Source: an optimization exercise on an open RTL-to-GDS flow (aim: small area, a short achievable clock period and few clock cycles per item). Production flows keep margins and buffers that such runs may drop. Power figures rest on the tool's default switching activity, not on a simulated workload.

==> flow/design.v <==
module svmstorage #(parameter W = 10, parameter DEPTH = 1) (
    input                  clk,
    input                  en,
    input                  ld,
    input      [W-1:0]     din,
    output     [W-1:0]     head,
    output     [W-1:0]     tail,
    output     [W-1:0]     pre
);
reg [W-1:0] q [0:DEPTH-1];
integer n;
always @(posedge clk) begin
    if (en | ld)
        q[0] <= din;
    if (en)
        for (n = 1; n < DEPTH; n = n + 1)
            q[n] <= q[n-1];
end
assign head = q[0];
assign tail = q[DEPTH-1];
assign pre  = q[(DEPTH > 1) ? DEPTH-2 : 0];
endmodule
module testDataModule (
    input              pass,
    input              dbl,
    input              ng,
    input      [10:0]  v,
    output     [11:0]  u
);
wire [11:0] vs  = {v[10], v};
wire [11:0] mag = ({12{pass}} & vs) | ({12{dbl}} & {vs[10:0], 1'b0});
wire [11:0] t   = mag ^ {12{ng}};
assign u = {~t[11], t[10:0]};
endmodule
module fsm_Hand(clk,rst,start,ready,result,write1,write2,SVMin,datain);
input clk,rst,start;
input write1;
input write2;
input signed [8:0] SVMin;
input signed [1:0] datain;
output result;
output ready;
reg ready;
reg result;
localparam IDLE = 2'd0, LW = 2'd1, LX = 2'd2, CP = 2'd3;
reg [1:0] st;
reg [3:0] row, col, k;
wire wbeat = (st == LW) & write1;
wire xbeat = (st == LX) & write2;
reg fin;
always @(posedge clk or negedge rst)
    if (!rst) begin
        st <= IDLE; ready <= 1'b0;
    end else
        case (st)
        IDLE: if (start) begin
                st <= LW; ready <= 1'b0;
              end
        LW:   if (write1 && row == 4'd10 && col == 4'd10) st <= LX;
        LX:   if (write2 && k == 4'd10) st <= CP;
        CP:   if (fin) begin
                ready <= 1'b1;
                st    <= IDLE;
              end
        endcase
always @(posedge clk) begin
    if (st == IDLE) begin
        row <= 4'd0; col <= 4'd0; k <= 4'd0;
    end else begin
        if (wbeat) begin
            if (col == 4'd10) begin
                col <= 4'd0; row <= row + 4'd1;
            end else
                col <= col + 4'd1;
        end
        if (xbeat) k <= k + 4'd1;
    end
end
reg [1:0] xv [0:8];
reg [8:0] kgt;                  
reg [3:0] negs;
wire dm1 = datain[0];
wire dm2 = datain[1] & ~datain[0];
wire ds  = datain[1];
always @(posedge clk) begin : xh
    integer i;
    for (i = 0; i <= 8; i = i + 1)
        if (xbeat && k == i) xv[i] <= datain;
    if (st == IDLE) begin
        negs <= 4'd0; kgt <= 9'd0;
    end else if (xbeat) begin
        negs <= negs + {3'd0, ds}; kgt <= {kgt[7:0], 1'b1};
    end
end
reg [8:0]  Wq;
reg [8:0]  enR;
reg        enN, ldN, den, rot;
reg [9:0]  rtail;
reg        sp, sd, sn;          
reg        dq1, dq4;            
reg        first, lastL;
always @(posedge clk) begin : ctl
    integer i;
    Wq  <= SVMin;
    for (i = 0; i <= 8; i = i + 1)
        enR[i] <= wbeat & (((row == i) & (col >= i + 2)) | ((row >= i + 2) & (col == i)));
    enN <= wbeat & (col == row + 4'd1);
    ldN <= wbeat & (col + 4'd1 == row);
    den <= (wbeat & (col == row)) | xbeat;
    rot <= col < row;
    sp  <= xbeat & (k != 4'd0) & dm1;
    sd  <= xbeat & (k != 4'd0) & dm2;
    sn  <= xbeat & (k != 4'd0) & ds;
    dq1 <= xbeat & dm1;
    dq4 <= xbeat & dm2;
    first <= xbeat & (k == 4'd0);
    lastL <= xbeat & (k == 4'd10);
    fin   <= lastL;
end
wire [9:0] tail [0:8];
wire [9:0] ntail, npre, nhead;
wire [8:0] dtail;
reg [9:0] rnext;
always @* begin : rsel_mux
    integer i;
    rnext = (col + 4'd1 == row) ? nhead : 10'd0;
    for (i = 0; i <= 8; i = i + 1)
        rnext = rnext | ({10{col == i && col + 4'd1 != row}} & tail[i]);
end
always @(posedge clk)
    rtail <= rnext;
wire [9:0] Wx = {Wq[8], Wq};
wire [9:0] hin = rot ? (rtail + Wx) : Wx;
genvar g;
generate
    for (g = 0; g <= 8; g = g + 1) begin : row_q
        svmstorage #(.W(10), .DEPTH(9 - g)) q (.clk(clk), .en(enR[g] | (xbeat & kgt[g])), .ld(1'b0),
                                               .din(hin), .head(), .tail(tail[g]), .pre());
    end
endgenerate
svmstorage #(.W(10), .DEPTH(10)) nq (.clk(clk), .en(enN | (xbeat & (k != 4'd0))), .ld(ldN),
                                     .din(hin), .head(nhead), .tail(ntail), .pre(npre));
svmstorage #(.W(9), .DEPTH(11)) dq (.clk(clk), .en(den), .ld(1'b0),
                                    .din(Wq), .head(), .tail(dtail), .pre());
function [31:0] csa;            
    input [15:0] a, b, c;
    begin
        csa[15:0]  = a ^ b ^ c;
        csa[31:16] = {((a & b) | (a & c) | (b & c)), 1'b0};
    end
endfunction
wire [11:0] u [0:9];
wire [15:0] z [0:9];
generate
    for (g = 0; g <= 8; g = g + 1) begin : term
        wire act = kgt[g];
        testDataModule t (.pass(act & xv[g][0]), .dbl(act & xv[g][1] & ~xv[g][0]), .ng(act & xv[g][1]),
                          .v({tail[g][9], tail[g]}), .u(u[g]));
        assign z[g] = {4'd0, u[g]};
    end
endgenerate
wire [31:0] l1a = csa(z[0], z[1], z[2]);
wire [31:0] l1b = csa(z[3], z[4], z[5]);
wire [31:0] l1c = csa(z[6], z[7], z[8]);
wire [31:0] l2a = csa(l1a[15:0], l1a[31:16], l1b[15:0]);
wire [31:0] l2b = csa(l1b[31:16], l1c[15:0], l1c[31:16]);
reg  [15:0] F [0:3];
always @(posedge clk)
    if (xbeat) begin
        F[0] <= l2a[15:0]; F[1] <= l2a[31:16];
        F[2] <= l2b[15:0]; F[3] <= l2b[31:16];
    end
wire [9:0] nnext = (k == 4'd0) ? ntail : npre;
reg  [11:0] ul;
testDataModule tl (.pass(dm1), .dbl(dm2), .ng(ds), .v({nnext[9], nnext}), .u(u[9]));
always @(posedge clk)
    if (xbeat) ul <= u[9];
assign z[9] = {4'd0, ul};
wire [15:0] zc = {12'hB00, negs};
wire [31:0] m1a = csa(F[0], F[1], F[2]);
wire [31:0] m1b = csa(F[3], z[9], zc);
wire [31:0] m2  = csa(m1a[15:0], m1a[31:16], m1b[15:0]);
wire [31:0] m3  = csa(m2[15:0], m2[31:16], m1b[31:16]);
reg  [15:0] E0, E1;
always @(posedge clk) begin
    E0 <= m3[15:0]; E1 <= m3[31:16];
end
wire [15:0] g0 = ({16{sp}} & E0) | ({16{sd}} & {E0[14:0], 1'b0});
wire [15:0] g1 = ({16{sp}} & E1) | ({16{sd}} & {E1[14:0], 1'b0});
wire [15:0] o0 = g0 ^ {16{sn}};
wire [15:0] o1 = g1 ^ {16{sn}};
wire [15:0] dx = {{7{dtail[8]}}, dtail};
wire [15:0] dterm = ({16{dq1}} & dx) | ({16{dq4}} & {dx[13:0], 2'b00});
reg  [15:0] Ss, Sc;
wire [15:0] s0 = first ? 16'd255 : Ss;
wire [15:0] c0 = first ? 16'd0   : Sc;
wire [31:0] n1 = csa(s0, c0, dterm);
wire [31:0] n2 = csa(n1[15:0], {n1[31:17], sn}, o0);
wire [31:0] n3 = csa(n2[15:0], {n2[31:17], sn}, o1);
always @(posedge clk) begin
    Ss <= n3[15:0];
    Sc <= n3[31:16];
end
wire [15:0] rp = Ss ^ Sc;
wire [15:0] rg = Ss & Sc;
wire        rzero = (rp == {(Ss[14:0] | Sc[14:0]), 1'b0});
reg  [14:0] G [0:4];
reg  [14:0] Pp [0:4];
always @* begin : ks
    integer lv, b, d;
    G[0] = rg[14:0]; Pp[0] = rp[14:0];
    for (lv = 1; lv <= 4; lv = lv + 1) begin
        d = 1 << (lv - 1);
        for (b = 0; b < 15; b = b + 1)
            if (b >= d) begin
                G[lv][b]  = G[lv-1][b] | (Pp[lv-1][b] & G[lv-1][b-d]);
                Pp[lv][b] = Pp[lv-1][b] & Pp[lv-1][b-d];
            end else begin
                G[lv][b]  = G[lv-1][b];
                Pp[lv][b] = Pp[lv-1][b];
            end
    end
end
wire rsign = rp[15] ^ G[4][14];
always @(posedge clk)
    result <= ~rsign & ~rzero;
endmodule
clock: 7.0 ns
lec_check: 0
cap_margin: 20
core_margin: 2
core_utilization: 65
cts_cluster_diameter: 60
cts_cluster_size: 30
setup_slack_margin: 4.55
slew_margin: 20
run.sh (not shown) runs the stock make flow with config.mk's settings and CLKGATE_MAP_FILE= SYNTH_SCRIPT=/design/flow/synth_recipe.tcl, a recipe that flattens the netlist after the stock synthesis.
Edit:
--- a/flow/design.v
+++ b/flow/design.v
@@ -1,27 +1,25 @@
 module svmstorage #(parameter W = 10, parameter DEPTH = 1) (
     input                  clk,
     input                  en,
     input                  ld,
     input      [W-1:0]     din,
     output     [W-1:0]     head,
-    output     [W-1:0]     tail,
-    output     [W-1:0]     pre
+    output     [W-1:0]     tail
 );
 reg [W-1:0] q [0:DEPTH-1];
 integer n;
 always @(posedge clk) begin
     if (en | ld)
         q[0] <= din;
     if (en)
         for (n = 1; n < DEPTH; n = n + 1)
             q[n] <= q[n-1];
 end
 assign head = q[0];
 assign tail = q[DEPTH-1];
-assign pre  = q[(DEPTH > 1) ? DEPTH-2 : 0];
 endmodule
 module testDataModule (
     input              pass,
     input              dbl,
     input              ng,
     input      [10:0]  v,
@@ -74,21 +72,25 @@
                 col <= col + 4'd1;
         end
         if (xbeat) k <= k + 4'd1;
     end
 end
 reg [1:0] xv [0:8];
+reg       lp, ld, ln;           
 reg [8:0] kgt;                  
 reg [3:0] negs;
 wire dm1 = datain[0];
 wire dm2 = datain[1] & ~datain[0];
 wire ds  = datain[1];
 always @(posedge clk) begin : xh
     integer i;
     for (i = 0; i <= 8; i = i + 1)
         if (xbeat && k == i) xv[i] <= datain;
+    if (xbeat) begin
+        lp <= dm1; ld <= dm2; ln <= ds;
+    end
     if (st == IDLE) begin
         negs <= 4'd0; kgt <= 9'd0;
     end else if (xbeat) begin
         negs <= negs + {3'd0, ds}; kgt <= {kgt[7:0], 1'b1};
     end
 end
@@ -115,13 +117,13 @@
     dq4 <= xbeat & dm2;
     first <= xbeat & (k == 4'd0);
     lastL <= xbeat & (k == 4'd10);
     fin   <= lastL;
 end
 wire [9:0] tail [0:8];
-wire [9:0] ntail, npre, nhead;
+wire [9:0] ntail, nhead;
 wire [8:0] dtail;
 reg [9:0] rnext;
 always @* begin : rsel_mux
     integer i;
     rnext = (col + 4'd1 == row) ? nhead : 10'd0;
     for (i = 0; i <= 8; i = i + 1)
@@ -132,19 +134,19 @@
 wire [9:0] Wx = {Wq[8], Wq};
 wire [9:0] hin = rot ? (rtail + Wx) : Wx;
 genvar g;
 generate
     for (g = 0; g <= 8; g = g + 1) begin : row_q
         svmstorage #(.W(10), .DEPTH(9 - g)) q (.clk(clk), .en(enR[g] | (xbeat & kgt[g])), .ld(1'b0),
-                                               .din(hin), .head(), .tail(tail[g]), .pre());
+                                               .din(hin), .head(), .tail(tail[g]));
     end
 endgenerate
 svmstorage #(.W(10), .DEPTH(10)) nq (.clk(clk), .en(enN | (xbeat & (k != 4'd0))), .ld(ldN),
-                                     .din(hin), .head(nhead), .tail(ntail), .pre(npre));
+                                     .din(hin), .head(nhead), .tail(ntail));
 svmstorage #(.W(9), .DEPTH(11)) dq (.clk(clk), .en(den), .ld(1'b0),
-                                    .din(Wq), .head(), .tail(dtail), .pre());
+                                    .din(Wq), .head(), .tail(dtail));
 function [31:0] csa;            
     input [15:0] a, b, c;
     begin
         csa[15:0]  = a ^ b ^ c;
         csa[31:16] = {((a & b) | (a & c) | (b & c)), 1'b0};
     end
@@ -167,18 +169,15 @@
 reg  [15:0] F [0:3];
 always @(posedge clk)
     if (xbeat) begin
         F[0] <= l2a[15:0]; F[1] <= l2a[31:16];
         F[2] <= l2b[15:0]; F[3] <= l2b[31:16];
     end
-wire [9:0] nnext = (k == 4'd0) ? ntail : npre;
-reg  [11:0] ul;
-testDataModule tl (.pass(dm1), .dbl(dm2), .ng(ds), .v({nnext[9], nnext}), .u(u[9]));
-always @(posedge clk)
-    if (xbeat) ul <= u[9];
-assign z[9] = {4'd0, ul};
+testDataModule tl (.pass(lp), .dbl(ld), .ng(ln),
+                   .v({ntail[9], ntail}), .u(u[9]));
+assign z[9] = {4'd0, u[9]};
 wire [15:0] zc = {12'hB00, negs};
 wire [31:0] m1a = csa(F[0], F[1], F[2]);
 wire [31:0] m1b = csa(F[3], z[9], zc);
 wire [31:0] m2  = csa(m1a[15:0], m1a[31:16], m1b[15:0]);
 wire [31:0] m3  = csa(m2[15:0], m2[31:16], m1b[31:16]);
 reg  [15:0] E0, E1;
Sequential power is lower by about 2%.
Register-to-register slack got worse by 0.23 ns.
Via count increases by 1.1%.
Critical path depth increases by 6.
Utilization climbs by 1.5 points.
Routed wire length rises by 2.4%.
Final cell count rises by 1.4%.
First-iteration DRC count climbs by 7.4%.
No functional check of the RTL was part of any run of this note.

[port drivers added, routing unchanged]
The flow's constraints put no driver on any port. The routed layouts listed below were extracted and timed again, unchanged, in two steps. Step 1 sets driving cells, clkbuf_16 on the clock port and buf_2 on the other inputs (assumed; they add their load-dependent delay and slew). Step 2 also shifts input and output timing later by t, the mid clock arrival at the registers, as if the neighbouring blocks saw the same clock. a / b / c = ideal / step 1 / step 2; a / b = the first two.
run | t (ns) | setup WS [ns] | worst hold slack (ns) | worst setup path after step 2 | latest minus earliest clock arrival (ns)
the first run | 0.667 | 4.461 / 4.398 / 3.927 | 0.336 / 0.336 / 0.336 | input to register | 0.036 / 0.036
the second run | 0.668 | 4.335 / 4.335 / 3.996 | 0.343 / 0.343 / 0.343 | input to register | 0.046 / 0.045
After both steps every run listed still meets setup and hold. The setup slack of the first run, which loses most, moves by -0.063 ns with the drivers and by -0.534 ns with both steps.
